This is an optimization exercise on Yosys and OpenROAD, whose aim is small area and a short achievable clock period, not a production implementation.
Where RTL was checked, it was by simulation tests only, not by an equivalence proof against the original.
Power is estimated from default activity; no workload was simulated.

the reference run:
Design ternary_sum_nine, start of the top module:
module ternary_sum_nine #(
    parameter WIDTH = 32
) (
    input clk,
    input [WIDTH-1:0] i0,
    input [WIDTH-1:0] i1,
    input [WIDTH-1:0] i2,
    input [WIDTH-1:0] i3,
    input [WIDTH-1:0] i4,
    input [WIDTH-1:0] i5,
    input [WIDTH-1:0] i6,
    input [WIDTH-1:0] i7,
    input [WIDTH-1:0] i8,
    output [WIDTH+4-1:0] o
);
For scale: about 840 cells after synthesis, roughly 140 flip-flops, ~0.0096 mm^2 of cells after synthesis.
export LEC_CHECK = 0
export ABC_AREA = 1
export CAP_MARGIN = 20
export CORE_MARGIN = 2
export CORE_UTILIZATION = 60
export SETUP_SLACK_MARGIN = 3.2
export SLEW_MARGIN = 20
export TNS_END_PERCENT = 10
create_clock -name core_clock -period 5.5 [get_ports {clk}]
standard.sh (not shown) runs the stock make flow with config.mk's settings and CLKGATE_MAP_FILE= SYNTH_SCRIPT=/design/flow/synth_recipe.tcl, a recipe that flattens the netlist after the stock synthesis.
==> flow/flow/run.sh <==
#!/bin/bash
set -e
export BUFFER_PORTS_ARGS="-buffer_cell sky130_fd_sc_hd__buf_1"
export CTS_ARGS="-sink_clustering_enable -repair_clock_nets -dont_use_dummy_load -buf_list sky130_fd_sc_hd__clkbuf_8"
bash standard.sh > standard.log 2>&1
Here is what was changed in the inputs of the trial run compared with the reference run.
--- a/flow/design.v
+++ b/flow/design.v
@@ -206,15 +206,14 @@
 wire s190, c190;
 reg r1_c0_0;
 reg r1_c1_0;
 reg r1_c1_1;
 reg r1_c1_2;
 reg r1_c2_0;
 reg r1_c2_1;
-reg r1_c2_2;
 reg r1_c3_0;
 reg r1_c3_1;
 reg r1_c3_2;
 reg r1_c4_0;
 reg r1_c4_1;
 reg r1_c4_2;
 reg r1_c5_0;
@@ -296,15 +295,14 @@
 reg r1_c30_1;
 reg r1_c30_2;
 reg r1_c31_0;
 reg r1_c31_1;
 reg r1_c31_2;
 reg r1_c32_0;
 reg r1_c32_1;
-reg r1_c32_2;
 reg r1_c33_0;
 reg r1_c33_1;
 wire s191, c191;
 wire s192, c192;
 wire s193, c193;
 wire s194, c194;
 wire s195, c195;
@@ -348,15 +346,15 @@
 assign {c7, s7} = c0 + c1 + c2;
 assign {c8, s8} = s4 + s5 + s6;
 assign {c9, s9} = i0[2] + i1[2] + i2[2];
 assign {c10, s10} = i3[2] + i4[2] + i5[2];
 assign {c11, s11} = i6[2] + i7[2] + i8[2];
 assign {c12, s12} = c4 + c5 + c6;
 assign {c13, s13} = s9 + s10 + s11;
-assign {c14, s14} = c7 + c8;
+assign {c14, s14} = c7 + c8 + s12;
 assign {c15, s15} = i0[3] + i1[3] + i2[3];
 assign {c16, s16} = i3[3] + i4[3] + i5[3];
 assign {c17, s17} = i6[3] + i7[3] + i8[3];
 assign {c18, s18} = c9 + c10 + c11;
 assign {c19, s19} = s15 + s16 + s17;
 assign {c20, s20} = c12 + c13 + s18;
 assign {c21, s21} = i0[4] + i1[4] + i2[4];
@@ -524,17 +522,17 @@
 assign {c183, s183} = i0[31] + i1[31] + i2[31];
 assign {c184, s184} = i3[31] + i4[31] + i5[31];
 assign {c185, s185} = i6[31] + i7[31] + i8[31];
 assign {c186, s186} = c177 + c178 + c179;
 assign {c187, s187} = s183 + s184 + s185;
 assign {c188, s188} = c180 + c181 + s186;
 assign {c189, s189} = c183 + c184 + c185;
-assign {c190, s190} = c186 + c187;
+assign {c190, s190} = c186 + c187 + s189;
 assign {c191, s191} = r1_c1_0 + r1_c1_1;
-assign {c192, s192} = r1_c2_0 + r1_c2_1 + r1_c2_2;
+assign {c192, s192} = r1_c2_0 + r1_c2_1;
 assign {c193, s193} = r1_c3_0 + r1_c3_1 + r1_c3_2;
 assign {c194, s194} = r1_c4_0 + r1_c4_1 + r1_c4_2;
 assign {c195, s195} = r1_c5_0 + r1_c5_1 + r1_c5_2;
 assign {c196, s196} = r1_c6_0 + r1_c6_1 + r1_c6_2;
 assign {c197, s197} = r1_c7_0 + r1_c7_1 + r1_c7_2;
 assign {c198, s198} = r1_c8_0 + r1_c8_1 + r1_c8_2;
 assign {c199, s199} = r1_c9_0 + r1_c9_1 + r1_c9_2;
@@ -556,26 +554,25 @@
 assign {c215, s215} = r1_c25_0 + r1_c25_1 + r1_c25_2;
 assign {c216, s216} = r1_c26_0 + r1_c26_1 + r1_c26_2;
 assign {c217, s217} = r1_c27_0 + r1_c27_1 + r1_c27_2;
 assign {c218, s218} = r1_c28_0 + r1_c28_1 + r1_c28_2;
 assign {c219, s219} = r1_c29_0 + r1_c29_1 + r1_c29_2;
 assign {c220, s220} = r1_c30_0 + r1_c30_1 + r1_c30_2;
 assign {c221, s221} = r1_c31_0 + r1_c31_1 + r1_c31_2;
-assign {c222, s222} = r1_c32_0 + r1_c32_1 + r1_c32_2;
+assign {c222, s222} = r1_c32_0 + r1_c32_1;
 assign {c223, s223} = r1_c33_0 + r1_c33_1;
-assign row_a = {1'b0, c223, s223, c221, c220, c219, c218, c217, c216, c215, c214, c213, c212, c211, c210, c209, c208, c207, c206, c205, c204, c203, c202, c201, c200, c199, c198, c197, c196, c195, c194, c193, c192, c191, r1_c1_2, r1_c0_0};
-assign row_b = {1'b0, 1'b0, c222, s222, s221, s220, s219, s218, s217, s216, s215, s214, s213, s212, s211, s210, s209, s208, s207, s206, s205, s204, s203, s202, s201, s200, s199, s198, s197, s196, s195, s194, s193, s192, s191, 1'b0};
+assign row_a = {1'b0, c223, c222, s222, c220, c219, c218, c217, c216, c215, c214, c213, c212, c211, c210, c209, c208, c207, c206, c205, c204, c203, c202, c201, c200, c199, c198, c197, c196, c195, c194, c193, c192, c191, r1_c1_2, r1_c0_0};
+assign row_b = {1'b0, 1'b0, s223, c221, s221, s220, s219, s218, s217, s216, s215, s214, s213, s212, s211, s210, s209, s208, s207, s206, s205, s204, s203, s202, s201, s200, s199, s198, s197, s196, s195, s194, s193, s192, s191, 1'b0};
 always @(posedge clk) begin
     r1_c0_0 <= s3;
     r1_c1_0 <= c3;
     r1_c1_1 <= s7;
     r1_c1_2 <= s8;
-    r1_c2_0 <= s12;
-    r1_c2_1 <= s13;
-    r1_c2_2 <= s14;
+    r1_c2_0 <= s13;
+    r1_c2_1 <= s14;
     r1_c3_0 <= s19;
     r1_c3_1 <= c14;
     r1_c3_2 <= s20;
     r1_c4_0 <= s25;
     r1_c4_1 <= c20;
     r1_c4_2 <= s26;
     r1_c5_0 <= s31;
@@ -655,16 +652,15 @@
     r1_c29_2 <= s176;
     r1_c30_0 <= s181;
     r1_c30_1 <= c176;
     r1_c30_2 <= s182;
     r1_c31_0 <= s187;
     r1_c31_1 <= c182;
     r1_c31_2 <= s188;
-    r1_c32_0 <= s189;
+    r1_c32_0 <= c188;
     r1_c32_1 <= s190;
-    r1_c32_2 <= c188;
     r1_c33_0 <= c189;
     r1_c33_1 <= c190;
     o_r <= row_a + row_b;
 end
 assign o = o_r;
 endmodule
Results
- The trial run reached the end of the flow, and the finished layout is clean on the timing, DRC and antenna checks.
- Re total of clock buffers placed in the layout: no difference whatsoever between the reference run and the trial run.
- The trial run vs the reference run — number of different library cells in the post-synthesis netlist dropped by more than 10%
- The more densely filled core belongs to the trial run, not the reference run.
- Diff the trial run and the reference run: worst-case hold slack higher in the reference run
- Measured against the trial run, the largest vdd supply drop of the reference run comes out at 1.14 times the reference value.
- Compared with the reference run, in the trial run total power of the final layout went down; number of cells in the design after placement moved down.
- Total wirelength of the detailed-routed design delta for the trial run relative to the reference run: about 1.5% lower
- Wire length of the first global-routing pass, the trial run vs the reference run: down slightly
- The reference run → the trial run: portion of the layout cell area used by clock cells was more or less identical, count of mapped cells out of synthesis went down by about 1.4%, portion of the post-synthesis area used by sequential elements was more or less identical.
The RTL of the reference run was laid out without a check of its function.


ternary_sum_nine again, from the RTL that the note above started with.
Design ternary_sum_nine, start of the top module:
module ternary_sum_nine #(
    parameter WIDTH = 32
) (
    input clk,
    input [WIDTH-1:0] i0,
    input [WIDTH-1:0] i1,
    input [WIDTH-1:0] i2,
    input [WIDTH-1:0] i3,
    input [WIDTH-1:0] i4,
    input [WIDTH-1:0] i5,
    input [WIDTH-1:0] i6,
    input [WIDTH-1:0] i7,
    input [WIDTH-1:0] i8,
    output [WIDTH+4-1:0] o
);
wire s0, c0;
wire s1, c1;
wire s2, c2;
wire s3, c3;
wire s4, c4;
wire s5, c5;
wire s6, c6;
wire s7, c7;
wire s8, c8;
wire s9, c9;
wire s10, c10;
wire s11, c11;
wire s12, c12;
wire s13, c13;
wire s14, c14;
wire s15, c15;
wire s16, c16;
wire s17, c17;
wire s18, c18;
wire s19, c19;
wire s20, c20;
wire s21, c21;
wire s22, c22;
wire s23, c23;
wire s24, c24;
wire s25, c25;
wire s26, c26;
wire s27, c27;
wire s28, c28;
wire s29, c29;
wire s30, c30;
wire s31, c31;
wire s32, c32;
wire s33, c33;
wire s34, c34;
wire s35, c35;
wire s36, c36;
wire s37, c37;
wire s38, c38;
wire s39, c39;
wire s40, c40;
wire s41, c41;
wire s42, c42;
wire s43, c43;
wire s44, c44;
wire s45, c45;
wire s46, c46;
wire s47, c47;
wire s48, c48;
wire s49, c49;
wire s50, c50;
wire s51, c51;
wire s52, c52;
wire s53, c53;
wire s54, c54;
wire s55, c55;
wire s56, c56;
wire s57, c57;
wire s58, c58;
wire s59, c59;
wire s60, c60;
wire s61, c61;
wire s62, c62;
wire s63, c63;
wire s64, c64;
wire s65, c65;
wire s66, c66;
wire s67, c67;
wire s68, c68;
wire s69, c69;
wire s70, c70;
wire s71, c71;
wire s72, c72;
wire s73, c73;
wire s74, c74;
wire s75, c75;
wire s76, c76;
wire s77, c77;
wire s78, c78;
wire s79, c79;
wire s80, c80;
wire s81, c81;
wire s82, c82;
wire s83, c83;
wire s84, c84;
wire s85, c85;
wire s86, c86;
wire s87, c87;
wire s88, c88;
wire s89, c89;
wire s90, c90;
wire s91, c91;
wire s92, c92;
wire s93, c93;
wire s94, c94;
wire s95, c95;
wire s96, c96;
wire s97, c97;
wire s98, c98;
wire s99, c99;
wire s100, c100;
wire s101, c101;
wire s102, c102;
wire s103, c103;
wire s104, c104;
wire s105, c105;
wire s106, c106;
  ...
==> flow/config.mk <==
export PLATFORM = sky130hd
export DESIGN_NAME = ternary_sum_nine
export DESIGN_NICKNAME = ternary_sum_nine
export VERILOG_FILES = /design/flow/design.v
export SDC_FILE = /design/flow/constraint.sdc
export NUM_CORES = 4
export LEC_CHECK = 0
export ABC_AREA = 1
export CAP_MARGIN = 20
export CORE_MARGIN = 2
export CORE_UTILIZATION = 60
export CTS_BUF_LIST = sky130_fd_sc_hd__clkbuf_4
export SETUP_SLACK_MARGIN = 3.0
export SLEW_MARGIN = 20
==> flow/constraint.sdc <==
create_clock -name core_clock -period 5.5 [get_ports {clk}]
set_input_delay 1.1000 -clock core_clock [delete_from_list [all_inputs] [get_ports {clk}]]
set_output_delay 1.1000 -clock core_clock [all_outputs]
set_load 0.01 [all_outputs]
==> flow/flow/run.sh <==
#!/bin/bash
set -e
export BUFFER_PORTS_ARGS="-buffer_cell sky130_fd_sc_hd__buf_1"
bash standard.sh > standard.log 2>&1
Rerun with:
--- a/flow/design.v
+++ b/flow/design.v
@@ -206,15 +206,14 @@
 wire s190, c190;
 reg r1_c0_0;
 reg r1_c1_0;
 reg r1_c1_1;
 reg r1_c1_2;
 reg r1_c2_0;
 reg r1_c2_1;
-reg r1_c2_2;
 reg r1_c3_0;
 reg r1_c3_1;
 reg r1_c3_2;
 reg r1_c4_0;
 reg r1_c4_1;
 reg r1_c4_2;
 reg r1_c5_0;
@@ -296,15 +295,14 @@
 reg r1_c30_1;
 reg r1_c30_2;
 reg r1_c31_0;
 reg r1_c31_1;
 reg r1_c31_2;
 reg r1_c32_0;
 reg r1_c32_1;
-reg r1_c32_2;
 reg r1_c33_0;
 reg r1_c33_1;
 wire s191, c191;
 wire s192, c192;
 wire s193, c193;
 wire s194, c194;
 wire s195, c195;
@@ -348,15 +346,15 @@
 assign {c7, s7} = c0 + c1 + c2;
 assign {c8, s8} = s4 + s5 + s6;
 assign {c9, s9} = i0[2] + i1[2] + i2[2];
 assign {c10, s10} = i3[2] + i4[2] + i5[2];
 assign {c11, s11} = i6[2] + i7[2] + i8[2];
 assign {c12, s12} = c4 + c5 + c6;
 assign {c13, s13} = s9 + s10 + s11;
-assign {c14, s14} = c7 + c8;
+assign {c14, s14} = c7 + c8 + s12;
 assign {c15, s15} = i0[3] + i1[3] + i2[3];
 assign {c16, s16} = i3[3] + i4[3] + i5[3];
 assign {c17, s17} = i6[3] + i7[3] + i8[3];
 assign {c18, s18} = c9 + c10 + c11;
 assign {c19, s19} = s15 + s16 + s17;
 assign {c20, s20} = c12 + c13 + s18;
 assign {c21, s21} = i0[4] + i1[4] + i2[4];
@@ -524,17 +522,17 @@
 assign {c183, s183} = i0[31] + i1[31] + i2[31];
 assign {c184, s184} = i3[31] + i4[31] + i5[31];
 assign {c185, s185} = i6[31] + i7[31] + i8[31];
 assign {c186, s186} = c177 + c178 + c179;
 assign {c187, s187} = s183 + s184 + s185;
 assign {c188, s188} = c180 + c181 + s186;
 assign {c189, s189} = c183 + c184 + c185;
-assign {c190, s190} = c186 + c187;
+assign {c190, s190} = c186 + c187 + s189;
 assign {c191, s191} = r1_c1_0 + r1_c1_1;
-assign {c192, s192} = r1_c2_0 + r1_c2_1 + r1_c2_2;
+assign {c192, s192} = r1_c2_0 + r1_c2_1;
 assign {c193, s193} = r1_c3_0 + r1_c3_1 + r1_c3_2;
 assign {c194, s194} = r1_c4_0 + r1_c4_1 + r1_c4_2;
 assign {c195, s195} = r1_c5_0 + r1_c5_1 + r1_c5_2;
 assign {c196, s196} = r1_c6_0 + r1_c6_1 + r1_c6_2;
 assign {c197, s197} = r1_c7_0 + r1_c7_1 + r1_c7_2;
 assign {c198, s198} = r1_c8_0 + r1_c8_1 + r1_c8_2;
 assign {c199, s199} = r1_c9_0 + r1_c9_1 + r1_c9_2;
@@ -556,26 +554,25 @@
 assign {c215, s215} = r1_c25_0 + r1_c25_1 + r1_c25_2;
 assign {c216, s216} = r1_c26_0 + r1_c26_1 + r1_c26_2;
 assign {c217, s217} = r1_c27_0 + r1_c27_1 + r1_c27_2;
 assign {c218, s218} = r1_c28_0 + r1_c28_1 + r1_c28_2;
 assign {c219, s219} = r1_c29_0 + r1_c29_1 + r1_c29_2;
 assign {c220, s220} = r1_c30_0 + r1_c30_1 + r1_c30_2;
 assign {c221, s221} = r1_c31_0 + r1_c31_1 + r1_c31_2;
-assign {c222, s222} = r1_c32_0 + r1_c32_1 + r1_c32_2;
+assign {c222, s222} = r1_c32_0 + r1_c32_1;
 assign {c223, s223} = r1_c33_0 + r1_c33_1;
-assign row_a = {1'b0, c223, s223, c221, c220, c219, c218, c217, c216, c215, c214, c213, c212, c211, c210, c209, c208, c207, c206, c205, c204, c203, c202, c201, c200, c199, c198, c197, c196, c195, c194, c193, c192, c191, r1_c1_2, r1_c0_0};
-assign row_b = {1'b0, 1'b0, c222, s222, s221, s220, s219, s218, s217, s216, s215, s214, s213, s212, s211, s210, s209, s208, s207, s206, s205, s204, s203, s202, s201, s200, s199, s198, s197, s196, s195, s194, s193, s192, s191, 1'b0};
+assign row_a = {1'b0, c223, c222, s222, c220, c219, c218, c217, c216, c215, c214, c213, c212, c211, c210, c209, c208, c207, c206, c205, c204, c203, c202, c201, c200, c199, c198, c197, c196, c195, c194, c193, c192, c191, r1_c1_2, r1_c0_0};
+assign row_b = {1'b0, 1'b0, s223, c221, s221, s220, s219, s218, s217, s216, s215, s214, s213, s212, s211, s210, s209, s208, s207, s206, s205, s204, s203, s202, s201, s200, s199, s198, s197, s196, s195, s194, s193, s192, s191, 1'b0};
 always @(posedge clk) begin
     r1_c0_0 <= s3;
     r1_c1_0 <= c3;
     r1_c1_1 <= s7;
     r1_c1_2 <= s8;
-    r1_c2_0 <= s12;
-    r1_c2_1 <= s13;
-    r1_c2_2 <= s14;
+    r1_c2_0 <= s13;
+    r1_c2_1 <= s14;
     r1_c3_0 <= s19;
     r1_c3_1 <= c14;
     r1_c3_2 <= s20;
     r1_c4_0 <= s25;
     r1_c4_1 <= c20;
     r1_c4_2 <= s26;
     r1_c5_0 <= s31;
@@ -655,16 +652,15 @@
     r1_c29_2 <= s176;
     r1_c30_0 <= s181;
     r1_c30_1 <= c176;
     r1_c30_2 <= s182;
     r1_c31_0 <= s187;
     r1_c31_1 <= c182;
     r1_c31_2 <= s188;
-    r1_c32_0 <= s189;
+    r1_c32_0 <= c188;
     r1_c32_1 <= s190;
-    r1_c32_2 <= c188;
     r1_c33_0 <= c189;
     r1_c33_1 <= c190;
     o_r <= row_a + row_b;
 end
 assign o = o_r;
 endmodule
The changed run finished clean. Setup slack is worse by 27 ps. Utilization came out higher by 1.2 points. Non-clock buffer count stays the same. Area after synthesis fell by 1.3%. Total power goes down by 2.6%. Via count goes down by 1.0%. Wire length falls by 2.6%. Die area fell by 1.2%. Cell area drops by 1.3%. Register-to-register slack gets worse by 30 ps.
Function not checked in the first run of this note: the RTL went through the layout flow alone.

==> static timing again, ports no longer ideal <==
The results above use ideal ports. As a check the final layouts listed here were re-extracted and re-timed, cells and wires unchanged.
Step 1: set_driving_cell puts a clkbuf_16 on clk and a buf_2 on each other input, an assumption about the parent block.
Step 2 adds t to the input delays and takes it off the output delays; t is the mean of the earliest and latest rising clock arrival at the registers after step 1. Input paths then give back, and output paths get back, about the clock's delay inside the block.
Slacks: no drivers / after step 1 / after step 2; pairs: no drivers / after step 1.
run	shift t [ns]	setup slack, ns	worst setup path after step 2
the reference run	0.471	3.146 / 3.158 / 2.687	input to register
the trial run	0.476	3.183 / 3.196 / 2.720	input to register
the first run of note 2	0.578	3.166 / 3.166 / 2.767	input to register
the second run of note 2	0.556	3.139 / 3.139 / 2.762	input to register
After both steps setup and hold are still met in every run listed. For the trial run, which loses most, drivers alone change the setup slack by +0.013 ns; drivers and shift together by -0.463 ns.
